From an optimization exercise on the open Yosys and OpenROAD flow, aimed at small area and a short achievable clock period; shortcuts taken in it are not production practice.
In this exercise RTL edits were held to simulation tests only and were not proved equivalent to the original.
Power figures rest on the tool's default switching activity, not on a simulated workload.

## design/flow/config.mk

```make
export PLATFORM = sky130hd
export DESIGN_NAME = sync_fifo
export DESIGN_NICKNAME = sync_fifo
export VERILOG_FILES = /design/flow/design.v
export SDC_FILE = /design/flow/constraint.sdc
export NUM_CORES = 4
export LEC_CHECK = 0
export CAP_MARGIN = 20
export CORE_MARGIN = 2
export CORE_UTILIZATION = 50
export CTS_CLUSTER_DIAMETER = 100
export CTS_CLUSTER_SIZE = 25
export SETUP_SLACK_MARGIN = 1.9
export SLEW_MARGIN = 20
export SYNTH_HIERARCHICAL = 1
export SYNTH_MINIMUM_KEEP_SIZE = 0
```

## design/flow/constraint.sdc

```tcl
create_clock -name core_clock -period 4.0 [get_ports {clk}]
set_input_delay 0.8000 -clock core_clock [delete_from_list [all_inputs] [get_ports {clk}]]
set_output_delay 0.8000 -clock core_clock [all_outputs]
set_load 0.01 [all_outputs]
```

## design/flow/design.v

```verilog
module rd_ao222n (
    input  wire a1, a2, b1, b2, c1, c2,
    output wire y
);
    assign y = ~((a1 & a2) | (b1 & b2) | (c1 & c2));
endmodule
module rd_ao22n (
    input  wire a1, a2, b1, b2,
    output wire y
);
    assign y = ~((a1 & a2) | (b1 & b2));
endmodule
module rd_nand2 (
    input  wire a, b,
    output wire y
);
    assign y = ~(a & b);
endmodule
module rd_nand3 (
    input  wire a, b, c,
    output wire y
);
    assign y = ~(a & b & c);
endmodule
module rd_nand4 (
    input  wire a, b, c, d,
    output wire y
);
    assign y = ~(a & b & c & d);
endmodule
module rd_or31 (
    input  wire [30:0] sel,
    input  wire [30:0] d,
    output wire [2:0]  y
);
    wire [10:0] t;
    genvar p;
    generate
        for (p = 0; p < 10; p = p + 1) begin : g_tri
            rd_ao222n u_ao (
                .a1(sel[3*p]),   .a2(d[3*p]),
                .b1(sel[3*p+1]), .b2(d[3*p+1]),
                .c1(sel[3*p+2]), .c2(d[3*p+2]),
                .y (t[p])
            );
        end
    endgenerate
    rd_nand2 u_last (.a(sel[30]), .b(d[30]), .y(t[10]));
    rd_nand4 u_n0 (.a(t[0]), .b(t[1]), .c(t[2]), .d(t[3]), .y(y[0]));
    rd_nand4 u_n1 (.a(t[4]), .b(t[5]), .c(t[6]), .d(t[7]), .y(y[1]));
    rd_nand3 u_n2 (.a(t[8]), .b(t[9]), .c(t[10]), .y(y[2]));
endmodule
module fifo_mem #(
    parameter int DWIDTH = 32,
    parameter int NROWS  = 31
) (   
    input  wire              clk,
    input  wire [NROWS-1:0]  wsel, rsel,
    input  wire [DWIDTH-1:0] wdata,
    output wire [DWIDTH-1:0] rpart0, rpart1, rpart2
);  
    reg [DWIDTH-1:0] mem[NROWS];
    genvar i, j;
    generate
        for (i = 0; i < NROWS; i = i + 1) begin : g_row
            always @(posedge clk) begin
                if (wsel[i]) mem[i] <= wdata;
            end
        end
        for (j = 0; j < DWIDTH; j = j + 1) begin : g_bit
            wire [NROWS-1:0] col;
            for (i = 0; i < NROWS; i = i + 1) begin : g_col
                assign col[i] = mem[i][j];
            end
            rd_or31 u_or (.sel(rsel), .d(col), .y({rpart2[j], rpart1[j], rpart0[j]}));
        end
    endgenerate
endmodule
module sync_fifo #(
    parameter DWIDTH = 32,
    parameter AWIDTH = 5
) (
    input  wire              clk, rstn,
    input  wire              wren, rden,
    input  wire [DWIDTH-1:0] din,
    output wire [DWIDTH-1:0] dout,
    output wire              full,
    output wire              empty
);   
    localparam DEPTH = 1 << AWIDTH;
    localparam NROWS = DEPTH - 1;
    localparam JW = DEPTH / 2;
    reg [AWIDTH:0]   cnt;         
    reg              empty_q;     
    reg              one_q;       
    reg              full_q;      
    reg [JW-1:0]     wptr;        
    reg [NROWS-1:0]  rsel;        
    reg [DWIDTH-1:0] head;        
    wire do_wr = wren & ~full_q;
    wire do_rd = rden & ~empty_q;
    wire load_din = empty_q | (one_q & rden);
    wire load_buf = rden & ~empty_q & ~one_q;
    wire hold = ~load_din & ~load_buf;
    wire wr_buf = do_wr & ~load_din;
    function automatic [JW-1:0] john_next(input [JW-1:0] p);
        john_next = {p[JW-2:0], ~(p[JW-1] & p[JW-2])};
    endfunction
    reg [NROWS-1:0] wsel;
    always @(*) begin
        for (int k = 0; k < NROWS; k = k + 1) begin
            if (k < JW - 1)
                wsel[k] = ~full_q & wptr[k] & ~wptr[k+1];
            else if (k == JW - 1)
                wsel[k] = ~full_q & wptr[JW-1] & wptr[0];
            else
                wsel[k] = ~full_q & ~wptr[k-JW] & wptr[k-JW+1];
        end
    end
    wire [DWIDTH-1:0] rpart0, rpart1, rpart2;
    fifo_mem #(
        .DWIDTH(DWIDTH),
        .NROWS (NROWS)
    ) u_fifomem (
        .clk   (clk),
        .wsel  (wsel),
        .rsel  (rsel),
        .wdata (din),
        .rpart0(rpart0),
        .rpart1(rpart1),
        .rpart2(rpart2)
    );
    wire [DWIDTH-1:0] head_nxt, hx, hy;
    genvar j;
    generate
        for (j = 0; j < DWIDTH; j = j + 1) begin : g_head
            rd_ao222n u_x (
                .a1(load_buf), .a2(rpart0[j]),
                .b1(load_buf), .b2(rpart1[j]),
                .c1(load_buf), .c2(rpart2[j]),
                .y (hx[j])
            );
            rd_ao22n u_y (.a1(load_din), .a2(din[j]), .b1(hold), .b2(head[j]), .y(hy[j]));
            rd_nand2 u_h (.a(hx[j]), .b(hy[j]), .y(head_nxt[j]));
        end
    endgenerate
    always @(posedge clk) begin
        head <= head_nxt;
    end
    wire inc = do_wr & ~do_rd;
    wire dec = do_rd & ~do_wr;
    wire [AWIDTH:0] cnt_up, cnt_dn;
    wire cnt_is31, cnt_is2;
    fifo_cnt_step u_step (
        .c   (cnt),
        .up  (cnt_up),
        .dn  (cnt_dn),
        .is31(cnt_is31),
        .is2 (cnt_is2)
    );
    wire empty_nxt = inc ? 1'b0 : dec ? one_q : empty_q;
    wire one_nxt   = inc ? empty_q : dec ? cnt_is2 : one_q;
    wire full_nxt  = inc ? cnt_is31 : dec ? 1'b0 : full_q;
    always @(posedge clk or negedge rstn) begin
        if (~rstn) begin
            cnt     <= 0;
            empty_q <= 1'b1;
            one_q   <= 1'b0;
            full_q  <= 1'b0;
            wptr    <= 1;
            rsel    <= 1;
        end else begin
            cnt     <= inc ? cnt_up : dec ? cnt_dn : cnt;
            empty_q <= empty_nxt;
            one_q   <= one_nxt;
            full_q  <= full_nxt;
            if (wr_buf) wptr <= john_next(wptr);
            if (load_buf) rsel <= {rsel[NROWS-2:0], rsel[NROWS-1]};
        end
    end
    fifo_dreg #(.W(DWIDTH)) u_dout (.clk(clk), .d(head_nxt), .q(dout));
    fifo_areg #(.RV(1'b1)) u_empty (.clk(clk), .rstn(rstn), .d(empty_nxt), .q(empty));
    fifo_areg #(.RV(1'b0)) u_full (.clk(clk), .rstn(rstn), .d(full_nxt), .q(full));
endmodule
module fifo_cnt_step (
    input  wire [5:0] c,
    output wire [5:0] up,
    output wire [5:0] dn,
    output wire       is31,
    output wire       is2
);
    assign up   = c + 1'b1;
    assign dn   = c - 1'b1;
    assign is31 = c == 6'd31;
    assign is2  = c == 6'd2;
endmodule
module fifo_areg #(
    parameter bit RV = 1'b0
) (
    input  wire clk, rstn, d,
    output reg  q
);
    always @(posedge clk or negedge rstn) begin
        if (~rstn) q <= RV;
        else q <= d;
    end
endmodule
module fifo_dreg #(
    parameter int W = 1
) (
    input  wire         clk,
    input  wire [W-1:0] d,
    output reg  [W-1:0] q
);
    always @(posedge clk) q <= d;
endmodule
```

## design/flow/run.sh

```bash
#!/bin/bash
# synth_recipe.tcl (not shown) runs the flow's synth.tcl, then flattens the netlist and writes it again
# the make line also repeats each setting of config.mk as NAME=value (left out here)
make -C /OpenROAD-flow-scripts/flow DESIGN_CONFIG=/design/flow/config.mk WORK_HOME=/design/flow/orfs CLKGATE_MAP_FILE= SYNTH_SCRIPT=/design/flow/synth_recipe.tcl finish
```

==> flow_metrics.tcl, run 1 <==
set metrics [dict create \
    ios 70 \
    synth_cell_types 38 \
    rows 102 \
    dr_total_vias 21000 \
    drive_above_1_share_pct 19.5 \
    rsz0062_at_grt "yes" \
    final_common_cell "edfxtp_1" \
    fin_setup_tns_ps 0 \
    yosysTopAreaCell "edfxtp_1" \
    synth_ff_type "edfxtp_1" \
    fin_nets 2120 \
    drv_cap 0 \
    cts_buffer_depth 3 \
    status "timing/DRC/antenna clean" \
    syn_nets 1860 \
    synth-edff-count 992 \
    initial_core_util_pct 50.2 \
    slew_violations 0 \
    ys_seq_elements 1114 \
    die_area_mm2 0.0797 \
    wire_per_inst_um 32.0 \
    antenna_found_initial 2 \
    critPathMaxStageDelay_ps 580 \
    clk_latency_ps 650 \
    wl_mm 101 \
    ff_latch_area_mm2 0.0326 \
    grt_pass1_vias 20300 \
    crit_slowest_cell "dfrtp_4" \
    syn_inst 1818 \
    max_freq_mhz 447 \
    design.core.area_mm2 0.0771 \
    end_kind "register" \
    hpwl_mm 53.3 \
    diodes 0 \
    synthArstFlopShare_pct 5.21 \
    finalHoldViolations 0 \
    cp_data_arrival_time_ps 2750 \
    crit_type "reg2reg" \
    synth.top_cell.area_share_pct 76.9 \
    finalSetupViolCount 0 \
    cpMostUsedCell "a222oi_1" \
    max_slew.worst_pin.slew_ps 777 \
    grt_max_degree 64 \
    seq_area_frac_synth_pct 84.0 \
    ys_warn_count 12 \
    cts_hold_buf 0 \
    p_leak_nw 14.4 \
    cts_sinks 1114 \
    dr.pass1.iters 7 \
    crit_path_max_fanout 7 \
    worst_clock_skew_ps 25.2 \
    hold_ws_ps 213 \
    synthTopCellsByArea "edfxtp_1 (77%), a222oi_1 (9.1%), dfrtp_1 (3.5%)" \
    slew-limit-headroom_pct 48.2 \
    synth_area_mm2 0.0387 \
    fin_crit_sh_pct 55.9 \
    cts.clk_slew.worst_paths_ps 100 \
    hold_path.class "in2async" \
    p_per_area_mw_per_mm2 605 \
    grt_use_total_pct 24.8 \
    worstSetupStartpointType "register" \
    avgSynthCellArea_um2 21.3 \
    io_buffers 69 \
    via_per_inst 6.66 \
    area_delta_synth_final_pct 13.4 \
    gr-total-overflow 0 \
    cts_tree "done" \
    die_x_um 282 \
    initialDrtViolationCount 3810 \
    min_period_ps 2240 \
    path_buf_inv 2 \
    route.detailed.drc 0 \
    place.gp.congestion 0.770 \
    multiInputGateArea_mm2 0.00641 \
    dieHeight_um 282 \
    vdd_drop_max_mv 0.378 \
    cts_max_level 2 \
    crit_required_ps 4520 \
    root_buffer "clkbuf_16" \
    ant_nets 0 \
    cp_top_family "compound AO/OA/AOI/OAI gates" \
    final_cell_mix "edfxtp_1 (992), a222oi_1 (352), buf_4 (87), nand2_1 (73), nand4_1 (64)" \
    fillers 5781 \
    grt_pass1_wl_mm 142 \
    numCtsBuffers 50 \
    crit_chain "buf_12, buf_4, a222oi_1, nand4_1, a222oi_1, nand2_1" \
]
-- Yosys cell counts (all sizes together) (2+ instances only) --
| library cell | instances |
|---|---|
| nor3b | 16 |
| nand4 | 64 |
| a222oi | 352 |
| mux2 | 46 |
| buf | 6 |
| edfxtp | 992 |
| dfrtp | 54 |
| xnor2 | 4 |
| o21ai | 8 |
| xor2 | 4 |
| ha | 6 |
| nor2 | 20 |
| mux2i | 8 |
| nor3 | 2 |
| a22oi | 32 |
| dfstp | 4 |
| a21oi | 2 |
| clkbuf | 4 |
| nand2b | 10 |
| inv | 6 |
| nand3 | 35 |
| nand2 | 74 |
| dfxtp | 64 |
-- cell type report --
cell class | instances | area share (%)
Tap cell | 1040 | 2.96
Sequential cell | 1114 | 74.2
Clock inverter | 1 | 0.0370
Inverter | 6 | 0.0626
Timing Repair Buffer | 214 | 4.75
Multi-Input combinational cell | 692 | 14.6
Clock buffer | 93 | 3.36
-- routing by layer --
layer,GRT usage (%),wire length [µm],vias up
met4,5.44,1810,2
met3,3.16,8980,112
met5,0,13,-
met1,36.0,41100,11100
met2,40.5,49300,1071
li1,-,-,8788
-- final timing paths --
path | from | endpoint | slack (ps) | cells after the start
worst max-delay path | rsel[11] | u_dout.q[29] | 1760 | 6
worst min-delay path | rstn | cnt[4] | 210 | 1
worst max register to register | rsel[11] | u_dout.q[29] | 1760 | 6
worst min register to register | head[1] | u_dout.q[1] | 460 | 2
max in group asynchronous | rstn | rsel[0] | 2930 | 2
min in group core_clock | head[1] | u_dout.q[1] | 460 | 2
-- cell families after synthesis --
kind of cell	count (synthesis)	synth area share [%]
flip-flops	1114	84.0
AO/OA/AOI/OAI	395	10.3
AND/OR/NAND/NOR	225	3.08
multiplexers	54	1.92
buffers and inverters	16	0.336
XOR/XNOR	8	0.181
adder cells (fa/ha/maj)	6	0.194
-- sequential cells by signal (all words and copies together), names as in the netlist --
name	count
rsel	31
u_empty.q	1
empty_q	1
u_full.q	1
wptr	16
u_fifomem.mem	992
head	32
full_q	1
cnt	6
u_dout.q	32
one_q	1
-- power by group --
part / internal, mW / total (mW) / switching (mW)
Clock: 2.52 / 5.93 / 3.41
Combinational: 0.919 / 3.81 / 2.89
Sequential: 16.0 / 16.8 / 0.892
-- metrics by stage --
stage	setup WS, ps	power (mW)	instances	utilization, %	area [µm²]
floorplan	1420	18.6	1818	-	38800
global placement	1170	20.5	2990	53.8	41500
detailed placement	1140	20.7	2990	53.8	41400
CTS	1880	26.7	3125	56.5	43500
global route	1750	27.5	3160	57.0	43900
finish	1760	26.6	3160	57.0	43900
-- Yosys stat by module, one instance, submodules excluded, excerpt --
module / cell area [µm²] / cells inside / flops+latches / times used
rd_nand2: 3.75 / 1 / 0 / 64
sync_fifo: 3320 / 221 / 88 / 1
rd_ao22n: 12.5 / 1 / 0 / 32
rd_ao222n: 10.0 / 1 / 0 / 352
rd_nand4: 6.26 / 1 / 0 / 64
fifo_cnt_step: 203 / 27 / 0 / 1
rd_nand3: 5.00 / 1 / 0 / 32
-- what timing repair did --
action                     CTS  global route
cloned                       5             5
buffers inserted            36            30
gates resized for setup    144            62
setup endpoints to repair  840           308
pin swaps                   28            83
==> run 2: changes to the inputs <==
--- a/design/flow/config.mk
+++ b/design/flow/config.mk
@@ -9,5 +9,6 @@
 export CORE_MARGIN = 2
-export CORE_UTILIZATION = 50
+export CORE_UTILIZATION = 60
 export CTS_CLUSTER_DIAMETER = 100
 export CTS_CLUSTER_SIZE = 25
+export PLACE_DENSITY = 0.8
 export SETUP_SLACK_MARGIN = 1.9
==> run 2 against run 1 <==
  * Sequential share of layout area up 0.18 points
  * Global-route usage increased by 3.5 points
  * Worst setup slack improved by 62 ps
  * Sequential power hardly changed
==> flow_metrics.tcl, run 2 <==
set metrics [dict create \
    fin_nets 2124 \
    worst_clock_skew_ps 30.0 \
    grt_max_degree 43 \
    p_leak_nw 14.4 \
    rows 93 \
    die_x_um 258 \
    clk_latency_ps 640 \
    area_delta_synth_final_pct 13.0 \
    syn_inst 1818 \
    synth_ff_type "edfxtp_1" \
    ys_seq_elements 1114 \
    initialDrtViolationCount 5031 \
    synth-edff-count 992 \
    synthSimpleGateAreaFrac_pct 3.08 \
    final_cell_mix "edfxtp_1 (992), a222oi_1 (352), buf_4 (88), nand2_1 (73), nand4_1 (64)" \
    max_slew.worst_pin.slew_ps 1070 \
    synth_area_mm2 0.0387 \
    hpwl_mm 51.0 \
    dr.pass1.iters 10 \
    place.gp.congestion 0.849 \
    design.core.area_mm2 0.0641 \
    final_common_cell "edfxtp_1" \
    slew-limit-headroom_pct 28.8 \
    yosysMostFrequentCell "edfxtp_1" \
    grt_pass1_wl_mm 138 \
    ant_nets 0 \
    p_per_area_mw_per_mm2 610 \
    numCtsBuffers 50 \
    seq_area_frac_synth_pct 84.0 \
    via_per_inst 7.41 \
    cts.clk_slew.worst_paths_ps 100 \
    synthAdderAreaFrac_pct 0.194 \
    fin_setup_tns_ps 0 \
    route.detailed.drc 0 \
    syn_nets 1860 \
    synth_compound_area_share_pct 10.3 \
    gr-total-overflow 0 \
    finalHoldViolations 0 \
    crit_chain "buf_6, buf_16, a222oi_1, nand4_1, a222oi_1, nand2_1" \
    ys_warn_count 12 \
    grt_pass1_vias 21100 \
    cts_max_level 2 \
    dr_total_vias 22100 \
    ios 70 \
    hold_path.class "in2async" \
    drv_cap 0 \
    drive_above_1_share_pct 18.7 \
    finalPower_mw 26.7 \
    cts_buffer_depth 3 \
    reg_top3 "u_fifomem.mem: 992 flops, head: 32 flops, u_dout.q: 32 flops" \
    synth_top_family_by_area "compound AO/OA/AOI/OAI gates" \
    synth.top_cell.area_share_pct 76.9 \
    fin_ws_ps 1820 \
    largest_reg_flops 992 \
    synthTopCellsByArea "edfxtp_1 (77%), a222oi_1 (9.1%), dfrtp_1 (3.5%)" \
    cp_data_arrival_time_ps 2700 \
    wire_per_inst_um 33.7 \
    slew_violations 0 \
    io_buffers 69 \
    finalSetupViolCount 0 \
    crit_type "reg2reg" \
    crit_path_max_fanout 17 \
    cts_sinks 1114 \
    max_freq_mhz 460 \
    die_area_mm2 0.0666 \
    synth_cell_types 38 \
    crit_required_ps 4520 \
    grt_use_total_pct 28.3 \
    synthArstFlopShare_pct 5.21 \
    root_buffer "clkbuf_16" \
    antenna_found_initial 5 \
    critPathMaxStageDelay_ps 560 \
    avgSynthCellArea_um2 21.3 \
    wl_mm 100 \
    fin_crit_sh_pct 54.4 \
    dieHeight_um 258 \
    cts_tree "done" \
    crit_slowest_cell "dfrtp_4" \
    status "timing/DRC/antenna clean" \
    synthMuxAreaShare_pct 1.92 \
    rsz0062_at_grt "yes" \
    min_period_ps 2180 \
    initial_core_util_pct 60.4 \
    synth_xor_area_share_pct 0.181 \
    end_kind "register" \
    vdd_drop_max_mv 0.360 \
    cpMostUsedCell "a222oi_1" \
    yosysTopAreaCell "edfxtp_1" \
    top_register "u_fifomem.mem" \
    post-place-ws_ps 956 \
    ys_top_cells_by_count "edfxtp_1 (992), a222oi_1 (352), nand2_1 (73)" \
    worstSetupStartpointType "register" \
]
## run 2: layout make-up
class | count | area (µm²)
Fill cell | 3747 | 20300
Inverter | 6 | 25.0
Tap cell | 855 | 1070
Clock buffer | 92 | 1470
Clock inverter | 1 | 16.3
Sequential cell | 1114 | 32600
Antenna cell | 1 | 2.50
Multi-Input combinational cell | 694 | 6420
Timing Repair Buffer | 216 | 2200
## run 2: logic make-up after synthesis
kind of cell | after synthesis
AOI/OAI and AO/OA | 395
xor gates and xnor gates | 8
adders and majority gates | 6
buffers and inverters | 16
DFF | 1114
muxes | 54
and+or+nand+nor | 225
## run 2: Yosys stat by module, one instance, submodules excluded, excerpt
module         flip-flops and latches  area [µm²]  cells
rd_nand4                            0        6.26      1
rd_ao222n                           0        10.0      1
sync_fifo                          88        3320    221
rd_nand3                            0        5.00      1
fifo_cnt_step                       0         203     27
rd_nand2                            0        3.75      1
rd_ao22n                            0        12.5      1
## run 2: timing repair
action / in CTS / in global routing
cloned: 6 / 9
buffers inserted: 32 / 40
resized for setup: 104 / 53
hold buffers: 0 / 0
pin swaps: 22 / 75
endpoints found under the setup margin: 909 / 166
## run 2: metal layers
metal | track usage (%) | vias to the layer above | routed length [µm]
met2 | 46.3 | 1939 | 49000
met4 | 10.5 | 4 | 3880
met5 | 0 | - | 23
met1 | 38.7 | 11100 | 33800
li1 | - | 8786 | -
met3 | 5.14 | 243 | 13600
## run 2: worst paths after layout
| path | startpoint | end | slack [ps] | cells past startpoint |
|---|---|---|---|---|
| max | rsel[20] | u_dout.q[10] | 1820 | 6 |
| min | rstn | cnt[0] | 250 | 1 |
| max reg2reg | rsel[20] | u_dout.q[10] | 1820 | 6 |
| min reg2reg | head[14] | u_dout.q[14] | 470 | 2 |
| max in group asynchronous | rstn | rsel[0] | 2790 | 2 |
| min in group core_clock | head[14] | u_dout.q[14] | 470 | 2 |
## run 2: metrics by stage
step / hold slack (ps) / instances / instance area [µm²] / utilization (%)
global placement: 438 / 2798 / 41200 / 64.3
floorplan: 429 / 1818 / 38800 / -
CTS: 252 / 2929 / 43200 / 67.4
global route: 304 / 2978 / 43800 / 68.3
detailed placement: 447 / 2798 / 41200 / 64.3
finish: 252 / 2979 / 43800 / 68.3
## run 2: worst max-delay path: cells and delay by family, from the launching register on
family	cells	cell delay (ps)
buf+inv	2	350
simple gates	2	430
flops	1	560
compound gates	2	690
## run 2: report_power, final
group          total (mW)  leakage [nW]  internal [mW]  switching (mW)
Combinational        3.86          3.31          0.963            2.90
Sequential           17.0          10.4           16.0            1.02
Clock                5.87         0.706           2.52            3.35
==> run 3: changes to the inputs <==
--- a/design/flow/design.v
+++ b/design/flow/design.v
@@ -11,2 +11,8 @@
     assign y = ~((a1 & a2) | (b1 & b2));
+endmodule
+module rd_o31ai (
+    input  wire a1, a2, a3, b1,
+    output wire y
+);
+    assign y = ~((a1 | a2 | a3) & b1);
 endmodule
@@ -136,7 +142,4 @@
         for (j = 0; j < DWIDTH; j = j + 1) begin : g_head
-            rd_ao222n u_x (
-                .a1(load_buf), .a2(rpart0[j]),
-                .b1(load_buf), .b2(rpart1[j]),
-                .c1(load_buf), .c2(rpart2[j]),
-                .y (hx[j])
+            rd_o31ai u_x (
+                .a1(rpart0[j]), .a2(rpart1[j]), .a3(rpart2[j]), .b1(load_buf), .y(hx[j])
             );
--- a/design/flow/config.mk
+++ b/design/flow/config.mk
@@ -9,7 +9,7 @@
 export CORE_MARGIN = 2
-export CORE_UTILIZATION = 60
+export CORE_UTILIZATION = 55
 export CTS_CLUSTER_DIAMETER = 100
 export CTS_CLUSTER_SIZE = 25
-export PLACE_DENSITY = 0.8
-export SETUP_SLACK_MARGIN = 1.9
+export PLACE_DENSITY = 0.75
+export SETUP_SLACK_MARGIN = 1.95
 export SLEW_MARGIN = 20
==> run 3 against run 2 <==
  * Non-clock buffer count is 8 lower
  * Design area is 0.14% higher
  * Worst hold slack better by 39 ps
  * Count of clock-buffer cells in the layout is 1 higher
  * Sequential share of layout area hardly changed
  * Total power hardly changed
  * Clock skew is 5.3 ps lower
  * Critical endpoint is now head[7]
  * Largest power group unchanged
==> flow_metrics.tcl, run 3 <==
set metrics [dict create \
    synth_compound_area_share_pct 10.5 \
    ant_nets 0 \
    avgSynthCellArea_um2 21.3 \
    grt_use_total_pct 27.0 \
    via_per_inst 7.05 \
    ff_latch_area_mm2 0.0326 \
    finalHoldViolations 0 \
    rsz0062_at_grt "yes" \
    hpwl_mm 53.8 \
    cts_tree "done" \
    reg_top3 "u_fifomem.mem: 992 flops, head: 32 flops, u_dout.q: 32 flops" \
    dr_total_vias 21500 \
    slew_violations 0 \
    synthAdderAreaFrac_pct 0.193 \
    fin_setup_tns_ps 0 \
    gr-total-overflow 0 \
    synth.top_cell.area_share_pct 76.8 \
    cts_sinks 1114 \
    place.gp.congestion 0.791 \
    syn_inst 1818 \
    fin_nets 2117 \
    route.detailed.drc 0 \
    drive_above_1_share_pct 21.2 \
    yosysTopAreaCell "edfxtp_1" \
    initialDrtViolationCount 4842 \
    cp_data_arrival_time_ps 2710 \
    area_delta_synth_final_pct 13.0 \
    ys_top_cells_by_count "edfxtp_1 (992), a222oi_1 (320), nand2_1 (73)" \
    worstSetupStartpointType "register" \
    synthMuxAreaShare_pct 1.92 \
    max_slew.worst_pin.slew_ps 1000 \
    final_common_cell "edfxtp_1" \
    grt_max_degree 43 \
    rows 97 \
    ys_warn_count 12 \
    fin_crit_sh_pct 54.8 \
    dr.pass1.iters 9 \
    postPlaceCellArea_mm2 0.0414 \
    top_register "u_fifomem.mem" \
    wl_mm 100 \
    slew-limit-headroom_pct 33.3 \
    antenna_found_initial 1 \
    reg2reg_depth 5 \
    ios 70 \
    dieHeight_um 270 \
    crit_path_max_fanout 12 \
    reg2reg_to "head[7]" \
    grt_pass1_vias 20600 \
    synthArstFlopShare_pct 5.21 \
    diodes 0 \
    crit_required_ps 4520 \
    r2r_start "rsel[21]" \
    wire_per_inst_um 32.7 \
    grt_pass1_wl_mm 143 \
    synth_ff_type "edfxtp_1" \
    largest_reg_flops 992 \
    p_leak_nw 14.3 \
    synthTopCellsByArea "edfxtp_1 (77%), a222oi_1 (8.3%), dfrtp_1 (3.5%)" \
    seq_area_frac_synth_pct 83.8 \
    worst_clock_skew_ps 24.7 \
    syn_nets 1860 \
    drv_cap 0 \
    synthSimpleGateAreaFrac_pct 3.07 \
    cts_buffer_depth 3 \
    die_area_mm2 0.0727 \
    final_cell_mix "edfxtp_1 (992), a222oi_1 (320), buf_4 (87), nand2_1 (73), nand4_1 (64)" \
    stdcell_area_mm2 0.0438 \
    status "timing/DRC/antenna clean" \
    finalSetupViolCount 0 \
    synth_cell_types 39 \
    design.core.area_mm2 0.0699 \
    io_buffers 69 \
    synth_xor_area_share_pct 0.181 \
    synth_top_family_by_area "compound AO/OA/AOI/OAI gates" \
    crit_type "reg2reg" \
    cts_hold_buf 0 \
    ys_seq_elements 1114 \
    p_per_area_mw_per_mm2 609 \
    r2r_slack_ps 1810 \
    multiInputGateArea_mm2 0.00653 \
    synth_area_mm2 0.0388 \
    die_x_um 270 \
    fillers 4678 \
    synth-edff-count 992 \
    initial_core_util_pct 55.5 \
    numCtsBuffers 50 \
    min_period_ps 2190 \
    hold_path.class "in2async" \
    max_freq_mhz 457 \
    clk_latency_ps 650 \
    cts.clk_slew.worst_paths_ps 100 \
    cts_max_level 2 \
    root_buffer "clkbuf_16" \
    end_kind "register" \
    yosysMostFrequentCell "edfxtp_1" \
    vdd_drop_max_mv 0.401 \
]
run 3: changes by cell type after synthesis, sizes merged:
cell / delta
a222oi: -32
o31ai: +32
run 3: worst max-delay path, cell delays in order, from the launching register on:
cell and delay, ps:
dfrtp_2 450, buf_12 160, a222oi_1 460, nand4_1 510
o31ai_2 360, nand2_1 110
run 3: layout make-up:
cell class | count | area share, %
sequential | 1114 | 74.4
clock inverter | 1 | 0.0200
clock buffer | 93 | 3.42
timing repair buffer | 208 | 4.55
inverter | 6 | 0.0571
tap | 940 | 2.68
multi-input combinational | 695 | 14.9
run 3: modules after synthesis, one instance, submodules excluded, excerpt:
module | cells | cell area (µm²)
fifo_cnt_step | 27 | 203
rd_o31ai | 1 | 12.5
rd_ao222n | 1 | 10.0
rd_ao22n | 1 | 12.5
sync_fifo | 221 | 3320
rd_nand2 | 1 | 3.75
rd_nand3 | 1 | 5.00
rd_nand4 | 1 | 6.26
run 3: through the flow:
| step | setup slack [ps] | power (mW) | hold WS [ps] | cells | util [%] |
|---|---|---|---|---|---|
| 2_1_floorplan | 1620 | 18.6 | 429 | 1818 | - |
| 3_3_place_gp | 1310 | 20.3 | 439 | 2895 | 59.3 |
| 3_5_place_dp | 1250 | 20.6 | 448 | 2895 | 59.3 |
| 4_1_cts | 1880 | 26.7 | 292 | 3052 | 62.7 |
| 5_1_grt | 1800 | 27.5 | 339 | 3057 | 62.7 |
| 6_report | 1810 | 26.7 | 292 | 3057 | 62.7 |
run 3: cell families after synthesis:
group | Yosys count
muxes | 54
buffers and inverters | 16
DFF | 1114
xor gates and xnor gates | 8
AOI/OAI and AO/OA | 395
adders and majority gates | 6
and+or+nand+nor | 225
run 3: how the worst max path moves through the flow:
stage,start,end,slack [ps],cells after the start
after floorplan,full_q,u_fifomem.mem[23][0],1620,2
after global placement,rden,rsel[1],1310,6
after detailed placement,rden,rsel[1],1250,6
after CTS,u_empty.q,empty,1880,1
after global routing,rsel[12],head[28],1800,6
final,rsel[21],head[7],1810,5
run 3: where the power goes:
group	internal, mW	switching, mW	total, mW
Combinational	0.971	2.90	3.87
Sequential	15.9	0.954	16.9
Clock	2.56	3.36	5.92
run 3: metal layers:
metal | up-vias | global-route usage (%) | wire length, µm
li1 | 8716 | - | -
met1 | 11000 | 38.6 | 36700
met2 | 1667 | 43.1 | 47300
met3 | 195 | 3.72 | 12200
met4 | 0 | 9.90 | 3910
met5 | - | 0 | 0
run 3: timing repair:
action,CTS,global route
buffers inserted,53,4
cloned,10,1
pin swaps,56,63
setup endpoints to repair,852,218
gates resized for setup,183,32
==> run 4: changes to the inputs <==
--- a/design/flow/design.v
+++ b/design/flow/design.v
@@ -183,3 +183,3 @@
     end
-    fifo_dreg #(.W(DWIDTH)) u_dout (.clk(clk), .d(head_nxt), .q(dout));
+    assign dout = head;
     fifo_areg #(.RV(1'b1)) u_empty (.clk(clk), .rstn(rstn), .d(empty_nxt), .q(empty));
@@ -210,10 +210 @@
 endmodule
-module fifo_dreg #(
-    parameter int W = 1
-) (
-    input  wire         clk,
-    input  wire [W-1:0] d,
-    output reg  [W-1:0] q
-);
-    always @(posedge clk) q <= d;
-endmodule
--- a/design/flow/config.mk
+++ b/design/flow/config.mk
@@ -9,6 +9,6 @@
 export CORE_MARGIN = 2
-export CORE_UTILIZATION = 55
+export CORE_UTILIZATION = 60
 export CTS_CLUSTER_DIAMETER = 100
 export CTS_CLUSTER_SIZE = 25
-export PLACE_DENSITY = 0.75
+export PLACE_DENSITY = 0.8
 export SETUP_SLACK_MARGIN = 1.95
==> run 4 against run 3 <==
  * Total power is 1.6% lower
  * Critical path depth did not move
  * Highest routed layer unchanged
  * Critical endpoint is now head[31]
  * Wire length shrank 1.3%
  * Count of clock-buffer cells in the layout is 3 lower
  * Combinational power grew 4%
  * Global-route usage up 2.7 points
  * First-iteration DRC count grew 7.1%
==> flow_metrics.tcl, run 4 <==
set metrics [dict create \
    synth_ff_type "edfxtp_1" \
    place.gp.congestion 0.823 \
    area_delta_synth_final_pct 12.2 \
    cts_max_level 2 \
    finalSetupViolCount 0 \
    cts_buffer_depth 3 \
    grt_pass1_vias 21400 \
    rows 92 \
    initial_core_util_pct 60.6 \
    root_buffer "clkbuf_16" \
    reg2reg_to "head[31]" \
    synth-edff-count 992 \
    fin_setup_tns_ps 0 \
    diodes 0 \
    stdcell_area_mm2 0.0428 \
    dieHeight_um 256 \
    max_freq_mhz 483 \
    syn_nets 1828 \
    grt_use_total_pct 29.7 \
    dr_total_vias 21500 \
    initialDrtViolationCount 5185 \
    synth_cell_types 38 \
    design.core.area_mm2 0.0630 \
    finalHoldViolations 0 \
    synth.top_cell.area_share_pct 78.0 \
    largest_reg_flops 992 \
    numCtsBuffers 49 \
    avgSynthCellArea_um2 21.4 \
    wl_mm 98.8 \
    fin_crit_sh_pct 51.8 \
    ys_warn_count 11 \
    io_buffers 69 \
    worstSetupStartpointType "register" \
    r2r_slack_ps 1930 \
    reg2reg_depth 5 \
    syn_inst 1786 \
    worst_clock_skew_ps 28.5 \
    seq_area_frac_synth_pct 83.5 \
    rsz0062_at_grt "yes" \
    ant_nets 0 \
    dr.pass1.iters 7 \
    cp_data_arrival_time_ps 2600 \
    final_cell_mix "edfxtp_1 (992), a222oi_1 (320), buf_4 (107), nand2_1 (73), nand4_1 (64)" \
    crit_slowest_cell "dfrtp_4" \
    vdd_drop_max_mv 0.497 \
    yosysMostFrequentCell "edfxtp_1" \
    synthTopCellsByArea "edfxtp_1 (78%), a222oi_1 (8.4%), dfrtp_1 (3.5%)" \
    via_per_inst 7.37 \
    slew-limit-headroom_pct 28.1 \
    drive_above_1_share_pct 22.6 \
    synth_area_mm2 0.0382 \
    final_common_cell "edfxtp_1" \
    slew_violations 0 \
    cts.clk_slew.worst_paths_ps 110 \
    postPlaceCellArea_mm2 0.0407 \
    ys_top_cells_by_count "edfxtp_1 (992), a222oi_1 (320), nand2_1 (73)" \
    status "timing/DRC/antenna clean" \
    p_leak_nw 14.0 \
    fin_nets 2079 \
    cts_sinks 1082 \
    gr-total-overflow 0 \
    route.detailed.drc 0 \
    cts_tree "done" \
    reg_top3 "u_fifomem.mem: 992 flops, head: 32 flops, rsel: 31 flops" \
    crit_type "reg2reg" \
    p_per_area_mw_per_mm2 613 \
    grt_pass1_wl_mm 142 \
    drv_cap 0 \
    wire_per_inst_um 33.8 \
    yosysTopAreaCell "edfxtp_1" \
    crit_path_max_fanout 13 \
    end_kind "register" \
    min_period_ps 2070 \
    top_register "u_fifomem.mem" \
    clk_latency_ps 650 \
    critPathMaxStageDelay_ps 620 \
    crit_chain "buf_4, a222oi_1, nand4_1, o31ai_2, nand2_1" \
    die_area_mm2 0.0657 \
    ios 70 \
    die_x_um 256 \
    cts_hold_buf 0 \
    antenna_found_initial 0 \
    grt_max_degree 37 \
    synthArstFlopShare_pct 5.36 \
    max_slew.worst_pin.slew_ps 1070 \
    crit_required_ps 4530 \
    ys_seq_elements 1082 \
    hold_path.class "in2async" \
    hpwl_mm 54.4 \
    r2r_start "rsel[6]" \
]
[run 4: critical path: cells and delay by family (launching register included)]
kind | cells | cell delay, ps
AOI/OAI and AO/OA | 2 | 730
buffers and inverters | 1 | 250
DFF | 1 | 620
and+or+nand+nor | 2 | 360
[run 4: kinds of logic (layout without fill, tap and decap cells)]
logic type	Yosys count	count (layout)	share of synthesized area, %
xor+xnor	8	8	0.184
fa+ha+maj	6	6	0.197
mux	54	54	1.95
flops	1082	1082	83.5
buf+inv	16	306	0.341
simple gates	225	227	3.13
compound gates	395	395	10.7
[run 4: cell type report]
type                       count  area, µm²
clock buffer                  90       1420
clock inverter                 2       28.8
fill                        3747      20100
inverter                       6       25.0
multi-input combinational    690       6470
sequential                  1082      32000
tap                          846       1060
timing repair buffer         208       1800
[run 4: per-layer routing]
metal	global-route usage, %	vias up	routed length, µm
met5	0	-	0
met4	12.8	0	4730
met3	5.97	290	12700
met2	49.2	1884	48200
met1	38.9	10800	33100
li1	-	8576	-
[run 4: metrics by stage]
step           hold slack (ps)  setup slack, ps  std cells  total power, mW  utilization (%)
2_1_floorplan              475             1620       1786             18.2                -
3_3_place_gp               497             1150       2758             20.0             64.6
3_5_place_dp               487             1120       2758             20.4             64.6
4_1_cts                    217             1900       2899             26.1             67.8
5_1_grt                    243             1880       2924             27.0             68.1
6_report                   212             1930       2924             26.3             68.1
[run 4: modules after synthesis (local to each module, per instance), a selection]
module	cell area, µm²	copies in the design	flops+latches	cells inside
rd_o31ai	12.5	32	0	1
rd_nand4	6.26	64	0	1
rd_ao222n	10.0	320	0	1
sync_fifo	3320	1	88	221
rd_nand2	3.75	64	0	1
rd_ao22n	12.5	32	0	1
fifo_cnt_step	206	1	0	27
rd_nand3	5.00	32	0	1
[run 4: what timing repair did]
action	CTS	global route
setup endpoints to repair	833	152
cloned	2	1
setup buffers	47	24
pin swaps	26	22
resized for setup	217	23
[run 4: worst max-delay path by stage]
stage	from	endpoint	slack [ps]	depth (start not counted)
floorplan	full_q	u_fifomem.mem[23][0]	1620	2
CTS	u_empty.q	empty	1900	1
global placement	rden	rsel[1]	1150	6
finish	rsel[6]	head[31]	1930	5
detailed placement	rden	rsel[1]	1120	6
global route	u_empty.q	empty	1880	1
[run 4: power by group]
part	total, mW	switching [mW]	leakage, nW	internal (mW)
clock	5.72	3.27	0.689	2.44
combinational	4.03	3.03	3.12	1.00
sequential	16.5	0.925	10.1	15.6
total	26.3	7.23	14.0	19.0
==> run 5: changes to the inputs <==
--- a/design/flow/design.v
+++ b/design/flow/design.v
@@ -184,4 +184,4 @@
     assign dout = head;
-    fifo_areg #(.RV(1'b1)) u_empty (.clk(clk), .rstn(rstn), .d(empty_nxt), .q(empty));
-    fifo_areg #(.RV(1'b0)) u_full (.clk(clk), .rstn(rstn), .d(full_nxt), .q(full));
+    assign empty = empty_q;
+    assign full  = full_q;
 endmodule
@@ -199,12 +199 @@
 endmodule
-module fifo_areg #(
-    parameter bit RV = 1'b0
-) (
-    input  wire clk, rstn, d,
-    output reg  q
-);
-    always @(posedge clk or negedge rstn) begin
-        if (~rstn) q <= RV;
-        else q <= d;
-    end
-endmodule
==> run 5 against run 4 <==
  * Still clean on timing, DRC and antenna
  * Area after synthesis shrank 0.55%
  * Register-to-register slack is essentially flat
  * Combinational power increased by 13%
  * Total power increased by 3.3%
  * Sequential power barely moved
  * Synthesized cell count is 0.17% lower
  * Critical path depth fell by 3
  * Fmax decreased by 5.6%
  * Clock power increased by 0.7%
  * Cell count fell by 0.48%
  * Design area down 0.46%
  * Critical path type is now reg2out
  * Largest cell class unchanged
==> flow_metrics.tcl, run 5 <==
set metrics [dict create \
    status "timing/DRC/antenna clean" \
    syn_nets 1824 \
    dr_wl_met3_mm 16.2 \
    seq_area_frac_synth_pct 83.9 \
    synth_xor_area_share_pct 0.185 \
    max_slew.worst_pin.slew_ps 1100 \
    r2r_start "rsel[10]" \
    yosysMostFrequentCell "edfxtp_1" \
    switching_power_mw 7.72 \
    synthSimpleGateAreaFrac_pct 3.14 \
    synth_area_mm2 0.0380 \
    finalHoldViolations 0 \
    cts.clk_slew.worst_paths_ps 100 \
    p_per_area_mw_per_mm2 636 \
    ios 70 \
    syn_inst 1783 \
    p_leak_nw 13.8 \
    finalSetupViolCount 0 \
    initial_core_util_pct 60.4 \
    clk_latency_ps 650 \
    crit_path_max_fanout 2 \
    top_register "u_fifomem.mem" \
    area_delta_synth_final_pct 12.3 \
    final_cell_mix "edfxtp_1 (992), a222oi_1 (320), buf_4 (84), nand2_1 (75), nand4_1 (64)" \
    drv_cap 0 \
    worstSetupStartpointType "register" \
    crit_type "reg2out" \
    synthArstFlopShare_pct 5.19 \
    ant_nets 0 \
    reg2reg_depth 5 \
    synth.top_cell.area_share_pct 78.5 \
    synth_ff_type "edfxtp_1" \
    largest_reg_flops 992 \
    p_comb_share_pct 16.7 \
    p_int_mw 19.4 \
    grt_pass1_vias 21300 \
    slew_violations 0 \
    final_common_cell "edfxtp_1" \
    fin_setup_tns_ps 0 \
    die_x_um 256 \
    swShare_pct 28.5 \
    reg2reg_to "head[6]" \
    fin_ws_ps 1800 \
    crit_required_ps 3200 \
    synthAdderAreaFrac_pct 0.165 \
    initialDrtViolationCount 5278 \
    p_seq_share_pct 62.0 \
    power_frac_clock_pct 21.2 \
    yosysTopAreaCell "edfxtp_1" \
    min_period_ps 2200 \
    hold_path.class "in2async" \
    max_freq_mhz 455 \
    place.gp.congestion 0.852 \
    synthTopCellsByArea "edfxtp_1 (78%), a222oi_1 (8.4%), dfrtp_1 (3.5%)" \
    numCtsBuffers 49 \
    drive_above_1_share_pct 21.3 \
    dr_total_vias 21800 \
    slew-limit-headroom_pct 26.7 \
    design.core.area_mm2 0.0629 \
    dp.cells 2760 \
    reg_top3 "u_fifomem.mem: 992 flops, head: 32 flops, rsel: 31 flops" \
    synth_compound_area_share_pct 10.7 \
    wire_per_inst_um 35.1 \
    end_kind "primary output" \
    cts_tree "done" \
    wl_met2_mm 48.0 \
    r2r_slack_ps 1920 \
    grt_max_degree 64 \
    root_buffer "clkbuf_16" \
    gr-total-overflow 0 \
    grt_use_total_pct 30.7 \
    die_area_mm2 0.0653 \
    grt_pass1_wl_mm 145 \
    rsz0062_at_grt "yes" \
    cts_sinks 1080 \
    io_buffers 69 \
    ys_warn_count 9 \
    vdd_drop_max_mv 0.532 \
    ys_seq_elements 1080 \
    via_per_inst 7.48 \
    antenna_found_initial 2 \
    cp_data_arrival_time_ps 1400 \
    worst_clock_skew_ps 48.7 \
    cts_buffer_depth 3 \
    synthMuxAreaShare_pct 1.66 \
    final_cells 2910 \
    hpwl_mm 55.4 \
    synth_top_family_by_area "compound AO/OA/AOI/OAI gates" \
    synth_cell_types 36 \
    top_layer_used "met4" \
    post-place-ws_ps 1360 \
    fin_crit_sh_pct 54.9 \
    cts_max_level 2 \
    synth-edff-count 992 \
    ys_top_cells_by_count "edfxtp_1 (992), a222oi_1 (320), nand2_1 (75)" \
    fin_util_pct 67.9 \
    route.detailed.drc 0 \
    dr.pass1.iters 13 \
    wl_mm 102 \
    dieHeight_um 256 \
    rows 92 \
    fin_nets 2061 \
    met1_length_mm 35.0 \
    avgSynthCellArea_um2 21.3 \
]
-- run 5: changes by cell type in the layout (fill, tap and decap cells not counted), moves of 6 or more --
cell / previous run / this run
buf_12: 8 / 20
mux2_2: 7 / 35
clkdlybuf4s50_1: 9 / 15
clkdlybuf4s15_2: 20 / 12
buf_4: 107 / 84
dfrtp_1: 28 / 35
dfrtp_4: 22 / 13
mux2_4: 39 / 11
-- run 5: worst max-delay path by stage --
stage,from,depth (start not counted),to
after detailed placement,rden,5,head[17]
after global routing,full_q,2,full
after floorplan,full_q,2,u_fifomem.mem[14][0]
after global placement,rden,5,rsel[2]
after CTS,full_q,4,u_fifomem.mem[10][25]
final,full_q,2,full
-- run 5: layout make-up --
type	count	area, µm²
Antenna cell	3	7.51
Inverter	4	17.5
Fill cell	3843	20200
Clock buffer	90	1420
Tap cell	846	1060
Multi-Input combinational cell	689	6340
Clock inverter	2	28.8
Timing Repair Buffer	196	1810
Sequential cell	1080	32000
-- run 5: what timing repair did --
action                     in CTS  in global routing
cloned                          0                  1
hold buffers                    0                  0
resized for setup             190                 37
hold endpoints to repair        0                  0
setup buffers                  35                 19
setup endpoints to repair     611                355
pin swaps                      17                 15
-- run 5: worst max-delay path, stage by stage (launching register included) --
cell,delay (ps)
dfrtp_4,490
buf_4,150
clkbuf_2,130
-- run 5: metrics by stage --
step | hold WS (ps) | total power, mW | cell area (µm²)
after floorplan | 475 | 18.6 | 38200
after global placement | 486 | 20.8 | 40600
after detailed placement | 482 | 21.2 | 40600
after CTS | 283 | 26.9 | 42500
after global routing | 326 | 27.8 | 42600
final | 273 | 27.1 | 42700
-- run 5: routing by layer --
metal	global-route usage, %	vias to the layer above
met5	0	-
met4	10.6	0
met3	8.69	221
met2	47.3	2042
met1	42.8	10900
li1	-	8555
-- run 5: cells by family after synthesis --
| kind of cell | count (synthesis) |
|---|---|
| muxes | 53 |
| buffers and inverters | 15 |
| xor gates and xnor gates | 8 |
| adders and majority gates | 5 |
| DFF | 1080 |
| AOI/OAI and AO/OA | 396 |
| and+or+nand+nor | 226 |
-- run 5: Yosys stat by module (local to each module, per instance), a selection --
module	cells inside	cell area [µm²]	flops+latches
fifo_cnt_step	27	206	0
rd_ao222n	1	10.0	0
rd_ao22n	1	12.5	0
rd_nand2	1	3.75	0
rd_nand3	1	5.00	0
rd_nand4	1	6.26	0
rd_o31ai	1	12.5	0
sync_fifo	220	3160	88
-- run 5: power by group through the flow --
| stage | combinational (mW) | clock, mW | sequential, mW |
|---|---|---|---|
| global route | 4.68 | 6.11 | 17.0 |
| CTS | 4.38 | 5.74 | 16.8 |
| global placement | 4.04 | 0 | 16.8 |
| detailed placement | 4.20 | 0 | 17.0 |
| floorplan | 1.94 | 0 | 16.7 |
| finish | 4.54 | 5.76 | 16.8 |
==> run 6: changes to the inputs <==
--- a/design/flow/config.mk
+++ b/design/flow/config.mk
@@ -9,6 +9,6 @@
 export CORE_MARGIN = 2
-export CORE_UTILIZATION = 60
+export CORE_UTILIZATION = 65
 export CTS_CLUSTER_DIAMETER = 100
 export CTS_CLUSTER_SIZE = 25
-export PLACE_DENSITY = 0.8
+export PLACE_DENSITY = 0.85
 export SETUP_SLACK_MARGIN = 1.95
==> run 6 against run 5 <==
  * Worst setup slack improved by 92 ps
  * Design area shrank 0.26%
  * Clock skew shrank 30 ps
  * Via count is 2.9% higher
  * Critical path depth did not move
  * Still clean
  * Utilization is 5.9 points higher
==> flow_metrics.tcl, run 6 <==
set metrics [dict create \
    status "timing/DRC/antenna clean" \
    cts_max_level 2 \
    syn_nets 1824 \
    cts_tree "done" \
    p_seq_share_pct 62.6 \
    critPathMaxStageDelay_ps 430 \
    worstSetupStartpointType "register" \
    route.detailed.drc 0 \
    end_kind "primary output" \
    initial_core_util_pct 65.8 \
    ys_seq_elements 1080 \
    switching_power_mw 7.77 \
    synthArstFlopShare_pct 5.19 \
    cts_hold_buf 0 \
    hold_path.class "in2async" \
    p_leak_nw 13.9 \
    syn_inst 1783 \
    area_delta_synth_final_pct 12.0 \
    synth.top_cell.area_share_pct 78.5 \
    final_cell_mix "edfxtp_1 (992), a222oi_1 (320), buf_4 (111), nand2_1 (75), nand4_1 (64)" \
    dr.pass1.iters 9 \
    hpwl_mm 55.5 \
    clk_latency_ps 640 \
    rows 88 \
    grt_use_total_pct 35.1 \
    root_buffer "clkbuf_16" \
    fin_crit_sh_pct 52.6 \
    p_per_area_mw_per_mm2 635 \
    cp_data_arrival_time_ps 1300 \
    top_register "u_fifomem.mem" \
    place.gp.congestion 0.807 \
    slew-limit-headroom_pct 20.2 \
    numCtsBuffers 49 \
    post-place-ws_ps 1320 \
    cts_sinks 1080 \
    crit_path_max_fanout 2 \
    finalHoldViolations 0 \
    drv_cap 0 \
    vdd_drop_max_mv 0.554 \
    avgSynthCellArea_um2 21.3 \
    final_common_cell "edfxtp_1" \
    ys_warn_count 9 \
    fin_ws_ps 1900 \
    min_period_ps 2100 \
    fin_nets 2078 \
    p_int_mw 19.2 \
    p_comb_share_pct 16.1 \
    ios 70 \
    max_slew.worst_pin.slew_ps 1190 \
    synthTopCellsByArea "edfxtp_1 (78%), a222oi_1 (8.4%), dfrtp_1 (3.5%)" \
    drive_above_1_share_pct 22.3 \
    initialDrtViolationCount 5864 \
    reg2reg_to "head[6]" \
    ys_top_cells_by_count "edfxtp_1 (992), a222oi_1 (320), nand2_1 (75)" \
    dr_total_vias 22400 \
    largest_reg_flops 992 \
    cts.clk_slew.worst_paths_ps 100 \
    grt_pass1_vias 22000 \
    crit_slowest_cell "dfrtp_2" \
    synth_cell_types 36 \
    fillers 3049 \
    cpMostUsedCell "buf_6" \
    reg_top3 "u_fifomem.mem: 992 flops, head: 32 flops, rsel: 31 flops" \
    ant_nets 0 \
    max_freq_mhz 475 \
    grt_max_degree 64 \
    slew_violations 0 \
    via_per_inst 7.87 \
    synth_area_mm2 0.0380 \
    reg2reg_depth 5 \
    gr-total-overflow 0 \
    finalSetupViolCount 0 \
    crit_required_ps 3200 \
    die_area_mm2 0.0604 \
    yosysTopAreaCell "edfxtp_1" \
    crit_type "reg2out" \
    power_frac_clock_pct 21.3 \
    die_x_um 246 \
    seq_area_frac_synth_pct 83.9 \
    design.core.area_mm2 0.0577 \
    wl_mm 107 \
    rsz0062_at_grt "yes" \
    synth_ff_type "edfxtp_1" \
    antenna_found_initial 4 \
    synth-edff-count 992 \
    cp_top_family "flip-flops" \
    r2r_start "rsel[3]" \
    worst_clock_skew_ps 19.1 \
    wire_per_inst_um 37.8 \
    crit_chain "buf_6, buf_6" \
    r2r_slack_ps 1920 \
    yosysMostFrequentCell "edfxtp_1" \
    path_buf_inv 2 \
    grt_pass1_wl_mm 150 \
    dieHeight_um 246 \
    cts_buffer_depth 3 \
    swShare_pct 28.8 \
    io_buffers 69 \
    fin_setup_tns_ps 0 \
]
run 6: final cells by class:
type / count / area, µm² / share of cell area [%]
well taps: 765 / 957 / 2.25
multi-input cells: 689 / 6330 / 14.9
diodes: 3 / 7.51 / 0.0176
clock inverters: 3 / 36.3 / 0.0853
flip-flops and latches: 1080 / 32000 / 75.2
repair buffers: 213 / 1800 / 4.24
inverters: 4 / 15.0 / 0.0353
clock buffers: 88 / 1420 / 3.33
run 6: worst max path at each step:
stage / from / to / cells past startpoint
after detailed placement: rden / rsel[25] / 5
after CTS: empty_q / empty / 1
after global routing: full_q / full / 2
after global placement: rden / rsel[6] / 5
after floorplan: full_q / u_fifomem.mem[14][0] / 2
final: full_q / full / 2
run 6: layer usage:
metal  part of all wire (%)  GRT usage, %  vias to the layer above
met5                  0.012             0                        -
met3                     16          9.46                      402
met1                     31          46.7                    11000
met4                    5.8          18.5                        2
met2                     47          54.0                     2435
li1                       -             -                     8582
run 6: what timing repair did:
action	in CTS	in global routing
endpoints found under the setup margin	551	102
setup buffers	47	27
pin swaps	22	26
gates resized for setup	196	40
cloned	1	1
run 6: power groups by stage:
stage / sequential [mW] / clock (mW) / combinational, mW
CTS: 16.8 / 5.70 / 4.18
global placement: 16.8 / 0 / 3.81
floorplan: 16.7 / 0 / 1.94
detailed placement: 17.0 / 0 / 4.02
global route: 17.1 / 6.09 / 4.45
finish: 16.9 / 5.76 / 4.35
run 6: logic make-up after synthesis:
group	Yosys count	synth area share (%)
adder cells (fa/ha/maj)	5	0.165
buffers and inverters	15	0.257
flip-flops	1080	83.9
AO/OA/AOI/OAI	396	10.7
XOR/XNOR	8	0.185
AND/OR/NAND/NOR	226	3.14
multiplexers	53	1.66
run 6: metrics by stage:
step / cell area, µm² / hold WS, ps / power, mW / utilization (%) / instances
after detailed placement: 40300 / 491 / 21.1 / 69.9 / 2675
after CTS: 42300 / 169 / 26.7 / 73.4 / 2814
after global routing: 42500 / 205 / 27.6 / 73.7 / 2843
after floorplan: 38200 / 475 / 18.6 / - / 1783
after global placement: 40300 / 480 / 20.6 / 69.9 / 2675
final: 42500 / 164 / 27.0 / 73.7 / 2845
run 6: worst register-to-register path, cell delays in order (launching register included):
cell and delay [ps]:
dfrtp_4 500, buf_4 230, a222oi_1 640, nand4_1 260, o31ai_2 260, nand2_1 80
run 6: per-module statistics from Yosys, one instance, submodules excluded, excerpt:
module	cell area [µm²]	cells	flip-flops and latches	copies in the design
rd_ao22n	12.5	1	0	32
sync_fifo	3160	220	88	1
rd_nand3	5.00	1	0	32
fifo_cnt_step	206	27	0	1
rd_nand4	6.26	1	0	64
rd_nand2	3.75	1	0	64
rd_ao222n	10.0	1	0	320
rd_o31ai	12.5	1	0	32
==> run 7: changes to the inputs <==
--- a/design/flow/design.v
+++ b/design/flow/design.v
@@ -102,2 +102,4 @@
     reg              full_q;      
+    reg              nempty_q;    
+    reg              nfull_q;     
     reg [JW-1:0]     wptr;        
@@ -105,6 +107,6 @@
     reg [DWIDTH-1:0] head;        
-    wire do_wr = wren & ~full_q;
-    wire do_rd = rden & ~empty_q;
-    wire load_din = empty_q | (one_q & rden);
-    wire load_buf = rden & ~empty_q & ~one_q;
+    wire do_wr = wren & nfull_q;
+    wire do_rd = rden & nempty_q;
+    wire load_din = ~nempty_q | (one_q & rden);
+    wire load_buf = rden & nempty_q & ~one_q;
     wire hold = ~load_din & ~load_buf;
@@ -118,7 +120,7 @@
             if (k < JW - 1)
-                wsel[k] = ~full_q & wptr[k] & ~wptr[k+1];
+                wsel[k] = nfull_q & wptr[k] & ~wptr[k+1];
             else if (k == JW - 1)
-                wsel[k] = ~full_q & wptr[JW-1] & wptr[0];
+                wsel[k] = nfull_q & wptr[JW-1] & wptr[0];
             else
-                wsel[k] = ~full_q & ~wptr[k-JW] & wptr[k-JW+1];
+                wsel[k] = nfull_q & ~wptr[k-JW] & wptr[k-JW+1];
         end
@@ -163,5 +165,5 @@
     );
-    wire empty_nxt = inc ? 1'b0 : dec ? one_q : empty_q;
-    wire one_nxt   = inc ? empty_q : dec ? cnt_is2 : one_q;
-    wire full_nxt  = inc ? cnt_is31 : dec ? 1'b0 : full_q;
+    wire empty_nxt = inc ? 1'b0 : dec ? one_q : ~nempty_q;
+    wire one_nxt   = inc ? ~nempty_q : dec ? cnt_is2 : one_q;
+    wire full_nxt  = inc ? cnt_is31 : dec ? 1'b0 : ~nfull_q;
     always @(posedge clk or negedge rstn) begin
@@ -172,2 +174,4 @@
             full_q  <= 1'b0;
+            nempty_q <= 1'b0;
+            nfull_q <= 1'b1;
             wptr    <= 1;
@@ -179,2 +183,4 @@
             full_q  <= full_nxt;
+            nempty_q <= ~empty_nxt;
+            nfull_q <= ~full_nxt;
             if (wr_buf) wptr <= john_next(wptr);
--- a/design/flow/config.mk
+++ b/design/flow/config.mk
@@ -9,6 +9,6 @@
 export CORE_MARGIN = 2
-export CORE_UTILIZATION = 65
+export CORE_UTILIZATION = 60
 export CTS_CLUSTER_DIAMETER = 100
 export CTS_CLUSTER_SIZE = 25
-export PLACE_DENSITY = 0.85
+export PLACE_DENSITY = 0.8
 export SETUP_SLACK_MARGIN = 1.95
==> run 7 against run 6 <==
  * Highest routed layer is now met4
  * Still clean on timing, DRC and antenna
  * Sequential share of layout area increased by 0.26 points
  * Sequential cell count rose by 2
  * Register-to-register slack got worse by 40 ps
==> flow_metrics.tcl, run 7 <==
set metrics [dict create \
    wire_per_inst_um 35.9 \
    cp_data_arrival_time_ps 2640 \
    swShare_pct 19.0 \
    avgSynthCellArea_um2 21.3 \
    ys_warn_count 9 \
    place.gp.congestion 0.812 \
    dr_total_vias 21900 \
    crit_type "reg2reg" \
    fin_util_pct 67.6 \
    finalPower_mw 18.3 \
    p_per_area_mw_per_mm2 432 \
    die_area_mm2 0.0654 \
    status "timing/DRC/antenna clean" \
    hpwl_mm 53.9 \
    slew-limit-headroom_pct 27.6 \
    max_slew.worst_pin.slew_ps 1080 \
    drive_above_1_share_pct 21.5 \
    dr_wl_met3_mm 16.2 \
    stdcell_area_mm2 0.0425 \
    fin_setup_tns_ps 0 \
    worstSetupStartpointType "register" \
    vdd_drop_max_mv 0.431 \
    ys_seq_elements 1082 \
    ff_latch_area_mm2 0.0320 \
    synthTopCellsByArea "edfxtp_1 (78%), a222oi_1 (8.4%), dfrtp_1 (3.6%)" \
    hold_path.class "in2async" \
    grt_pass1_wl_mm 148 \
    synth_ff_type "edfxtp_1" \
    crit_required_ps 4520 \
    area_delta_synth_final_pct 11.7 \
    finalSetupViolCount 0 \
    yosysMostFrequentCell "edfxtp_1" \
    max_freq_mhz 472 \
    cts_max_level 2 \
    top_register "u_fifomem.mem" \
    postPlaceCellArea_mm2 0.0403 \
    ios 70 \
    clk_latency_ps 630 \
    antenna_found_initial 0 \
    synth_area_mm2 0.0380 \
    via_per_inst 7.56 \
    reg_top3 "u_fifomem.mem: 992 flops, head: 32 flops, rsel: 31 flops" \
    worst_clock_skew_ps 28.3 \
    end_kind "register" \
    design.core.area_mm2 0.0629 \
    multiInputGateArea_mm2 0.00626 \
    die_x_um 256 \
    ys_top_cells_by_count "edfxtp_1 (992), a222oi_1 (320), nand2_1 (78)" \
    grt_pass1_vias 21500 \
    finalHoldViolations 0 \
    io_buffers 69 \
    synth.top_cell.area_share_pct 78.4 \
    cts_hold_buf 0 \
    wl_met2_mm 48.9 \
    dieHeight_um 256 \
    drv_cap 0 \
    cts_buffer_depth 3 \
    seq_area_frac_synth_pct 83.9 \
    route.detailed.drc 0 \
    p_seq_share_pct 67.4 \
    fin_nets 2054 \
    grt_max_degree 46 \
    synth_cell_types 37 \
    crit_path_max_fanout 17 \
    largest_reg_flops 992 \
    power_frac_clock_pct 31.1 \
    root_buffer "clkbuf_16" \
    switching_power_mw 3.48 \
    hold_ws_ps 76.1 \
    slew_violations 0 \
    final_cell_mix "edfxtp_1 (992), a222oi_1 (320), buf_4 (91), nand2_1 (75), nand4_1 (64)" \
    p_comb_share_pct 1.4 \
    synth-edff-count 992 \
    rsz0062_at_grt "yes" \
    fin_crit_sh_pct 53.0 \
    yosysTopAreaCell "edfxtp_1" \
    initial_core_util_pct 60.5 \
    ant_nets 0 \
    cts.clk_slew.worst_paths_ps 100 \
    wl_mm 104 \
    fillers 3801 \
    p_leak_nw 13.4 \
    dr.pass1.iters 9 \
    grt_use_total_pct 31.3 \
    cts_tree "done" \
    met1_length_mm 34.2 \
    syn_inst 1781 \
    gr-total-overflow 0 \
    numCtsBuffers 49 \
    final_common_cell "edfxtp_1" \
    top_layer_used "met4" \
    initialDrtViolationCount 5191 \
    p_int_mw 14.8 \
    synthArstFlopShare_pct 5.36 \
    rows 92 \
    min_period_ps 2120 \
    cts_sinks 1082 \
    syn_nets 1820 \
]
## run 7: critical path: stages, from the launching register on
cell      delay (ps)
dfrtp_2          410
buf_4            230
buf_4            220
a222oi_1         530
nand4_1          270
o31ai_2          260
nand2_1           90
## run 7: layer usage
| metal | global-route usage (%) | vias up |
|---|---|---|
| li1 | - | 8554 |
| met1 | 42.1 | 11000 |
| met2 | 49.5 | 2091 |
| met3 | 8.13 | 302 |
| met4 | 13.0 | 0 |
| met5 | 0 | - |
## run 7: power groups by stage
stage | registers (mW) | logic [mW] | clock network [mW]
floorplan | 12.6 | 0.0243 | 0
global placement | 12.6 | 0.247 | 0
detailed placement | 12.6 | 0.264 | 0
CTS | 12.4 | 0.262 | 5.70
global route | 12.4 | 0.285 | 6.05
finish | 12.4 | 0.262 | 5.71
## run 7: cell families after synthesis
logic type                 count (synthesis)  synth area share [%]
xor gates and xnor gates                  10                 0.280
muxes                                     47                  1.49
and+or+nand+nor                          227                  3.13
DFF                                     1082                  83.9
adders and majority gates                  3                0.0988
AOI/OAI and AO/OA                        395                  10.8
buffers and inverters                     17                 0.270
## run 7: path summary, 6_finish.rpt
check	startpoint	end	slack [ps]	cells after the start
min in group core_clock	head[3]	head[3]	480	2
setup reg to reg	rsel[21]	head[23]	1880	6
hold / removal	rstn	rsel[16]	80	1
setup / recovery	rsel[21]	head[23]	1880	6
hold reg to reg	head[3]	head[3]	480	2
max in group asynchronous	rstn	rsel[3]	2800	2
## run 7: what timing repair did
action	in CTS	in global routing
pin swaps	18	30
endpoints found under the hold margin	0	0
buffers inserted	37	27
gates cloned	5	0
endpoints found under the setup margin	1011	487
resized for setup	214	31
## run 7: modules after synthesis (local to each module, per instance), a selection
module,times used,cells
sync_fifo,1,218
fifo_cnt_step,1,27
rd_ao22n,32,1
rd_o31ai,32,1
rd_ao222n,320,1
rd_nand4,64,1
rd_nand3,32,1
rd_nand2,64,1
## run 7: metrics by stage
step / std cells / worst slack (ps)
floorplan: 1781 / 1640
global placement: 2741 / 1360
detailed placement: 2741 / 1260
CTS: 2875 / 1740
global route: 2902 / 1910
finish: 2903 / 1880
## run 7: final cells by class
cell class	count	share of cell area [%]
Antenna cell	1	0.00589
Clock buffer	90	3.35
Clock inverter	2	0.0678
Inverter	7	0.0678
Multi-Input combinational cell	686	14.7
Sequential cell	1082	75.4
Tap cell	846	2.49
Timing Repair Buffer	189	3.87
==> run 8: changes to the inputs <==
--- a/design/flow/config.mk
+++ b/design/flow/config.mk
@@ -9,6 +9,6 @@
 export CORE_MARGIN = 2
-export CORE_UTILIZATION = 60
+export CORE_UTILIZATION = 65
 export CTS_CLUSTER_DIAMETER = 100
 export CTS_CLUSTER_SIZE = 25
-export PLACE_DENSITY = 0.8
+export PLACE_DENSITY = 0.85
 export SETUP_SLACK_MARGIN = 1.95
==> run 8 against run 7 <==
  * Via count is 2.8% higher
  * Total power is 0.52% higher
  * First-iteration DRC count is 15% higher
  * Still clean on timing, DRC and antenna
  * Clock power is 2% higher
  * Utilization is 6.0 points higher
  * Clock skew hardly changed
  * Design area hardly changed
  * Sequential share of layout area is 0.084 points higher
  * Fmax is 7.2% lower
  * Highest routed layer unchanged
  * Critical path depth is 5 lower
  * Combinational power is 4% higher
  * Critical endpoint is now u_fifomem.mem[6][9]
==> flow_metrics.tcl, run 8 <==
set metrics [dict create \
    met1_usage_pct 45.9 \
    dp.cells 2656 \
    dieHeight_um 246 \
    ios 70 \
    min_period_ps 2280 \
    root_buffer "clkbuf_16" \
    antenna_found_initial 2 \
    grt_pass1_wl_mm 148 \
    fillers 3079 \
    synth-edff-count 992 \
    cts_buffer_depth 3 \
    die_x_um 246 \
    final_common_cell "edfxtp_1" \
    cts_tree "done" \
    slew_violations 0 \
    yosysMostFrequentCell "edfxtp_1" \
    ys_top_cells_by_count "edfxtp_1 (992), a222oi_1 (320), nand2_1 (78)" \
    fin_setup_tns_ps 0 \
    synthArstFlopShare_pct 5.36 \
    hpwl_mm 55.5 \
    finalHoldViolations 0 \
    slew-limit-headroom_pct 19.9 \
    crit_required_ps 4270 \
    stdcell_area_mm2 0.0424 \
    design.core.area_mm2 0.0577 \
    rows 88 \
    critPathMaxStageDelay_ps 1050 \
    worst_clock_skew_ps 28.1 \
    largest_reg_flops 992 \
    initialDrtViolationCount 5993 \
    worstSetupStartpointType "register" \
    dr_total_vias 22500 \
    fin_ws_ps 1720 \
    wire_per_inst_um 37.6 \
    drv_cap 0 \
    die_area_mm2 0.0604 \
    crit_type "reg2reg" \
    use_met2_pct 55.2 \
    crit_slowest_cell "and3b_2" \
    cp_data_arrival_time_ps 2550 \
    rsz0062_at_grt "yes" \
    cp_top_family "simple AND/OR/NAND/NOR gates" \
    seq_area_frac_synth_pct 83.9 \
    place.gp.congestion 0.805 \
    postPlaceCellArea_mm2 0.0401 \
    gr-total-overflow 0 \
    crit_cells 1 \
    hold_path.class "in2async" \
    path_buf_inv 0 \
    wl_mm 107 \
    ant_nets 0 \
    fin_crit_sh_pct 57.1 \
    io_buffers 69 \
    cts.clk_slew.worst_paths_ps 100 \
    p_per_area_mw_per_mm2 434 \
    reg2reg_depth 1 \
    cts_max_level 2 \
    grt_pass1_vias 21800 \
    max_freq_mhz 438 \
    cts_hold_buf 0 \
    diodes 0 \
    crit_path_max_fanout 32 \
    status "timing/DRC/antenna clean" \
    final_cell_mix "edfxtp_1 (992), a222oi_1 (320), buf_4 (103), nand2_1 (78), nand4_1 (64)" \
    clk_latency_ps 650 \
    ys_warn_count 9 \
    drive_above_1_share_pct 22.2 \
    met3_usage_pct 8.05 \
    cts_sinks 1082 \
    finalSetupViolCount 0 \
    yosysTopAreaCell "edfxtp_1" \
]
==> run 8: final timing paths <==
check	startpoint	end	slack, ps
max in group asynchronous	rstn	rsel[15]	2690
setup reg to reg	nfull_q	u_fifomem.mem[6][9]	1720
hold reg to reg	head[25]	head[25]	480
hold / removal	rstn	rsel[18]	270
setup / recovery	nfull_q	u_fifomem.mem[6][9]	1720
min in group core_clock	head[25]	head[25]	480
==> run 8: cell type report <==
type / instances / area, µm² / share of cell area [%]
clock inverter: 2 / 28.8 / 0.0678
multi-input combinational: 683 / 6190 / 14.6
clock buffer: 90 / 1420 / 3.35
sequential: 1082 / 32000 / 75.5
timing repair buffer: 208 / 1780 / 4.19
inverter: 7 / 26.3 / 0.0619
tap: 765 / 957 / 2.26
==> run 8: layer usage <==
metal  routed length, µm  up-vias  part of all wire (%)
met3               17300      440                    16
li1                    -     8577                     -
met5                   0        -                     0
met2               50100     2504                    47
met1               33400    11000                    31
met4                5890        0                   5.5
==> run 8: cell families after synthesis <==
group                      Yosys count  share of synthesized area, %
DFF                               1082                          83.9
AOI/OAI and AO/OA                  395                          10.8
and+or+nand+nor                    227                          3.13
muxes                               47                          1.49
buffers and inverters               17                         0.270
xor gates and xnor gates            10                         0.280
adders and majority gates            3                        0.0988
==> run 8: through the flow <==
stage	hold slack [ps]	utilization (%)
floorplan	498	-
finish	269	73.5
global placement	480	69.5
CTS	283	73.0
global route	318	73.5
detailed placement	488	69.5
==> run 8: where the power goes <==
group          leakage [nW]  switching (mW)  internal (mW)
Sequential             9.92          0.0179           12.3
Combinational          2.88           0.205         0.0678
Clock                 0.689            3.35           2.45
Total                  13.5            3.57           14.9
==> run 8: modules after synthesis, one instance, submodules excluded, excerpt <==
| module | flops+latches | area, µm² |
|---|---|---|
| rd_nand3 | 0 | 5.00 |
| rd_nand4 | 0 | 6.26 |
| rd_ao222n | 0 | 10.0 |
| rd_nand2 | 0 | 3.75 |
| fifo_cnt_step | 0 | 203 |
| rd_o31ai | 0 | 12.5 |
| sync_fifo | 90 | 3210 |
| rd_ao22n | 0 | 12.5 |
==> run 8: what timing repair did <==
action | CTS | global route
pin swaps | 28 | 23
buffers inserted | 53 | 31
cloned | 1 | 1
setup endpoints to repair | 958 | 474
gates resized for setup | 215 | 28

Re-timed with assumed drivers on the ports (clkbuf_16 on the clock, buf_2 on other inputs), run 8 has 1.716 ns of setup slack against 1.716 ns with ideal ports, and 1.582 ns once port delays also move by the mid clock arrival of 0.698 ns.
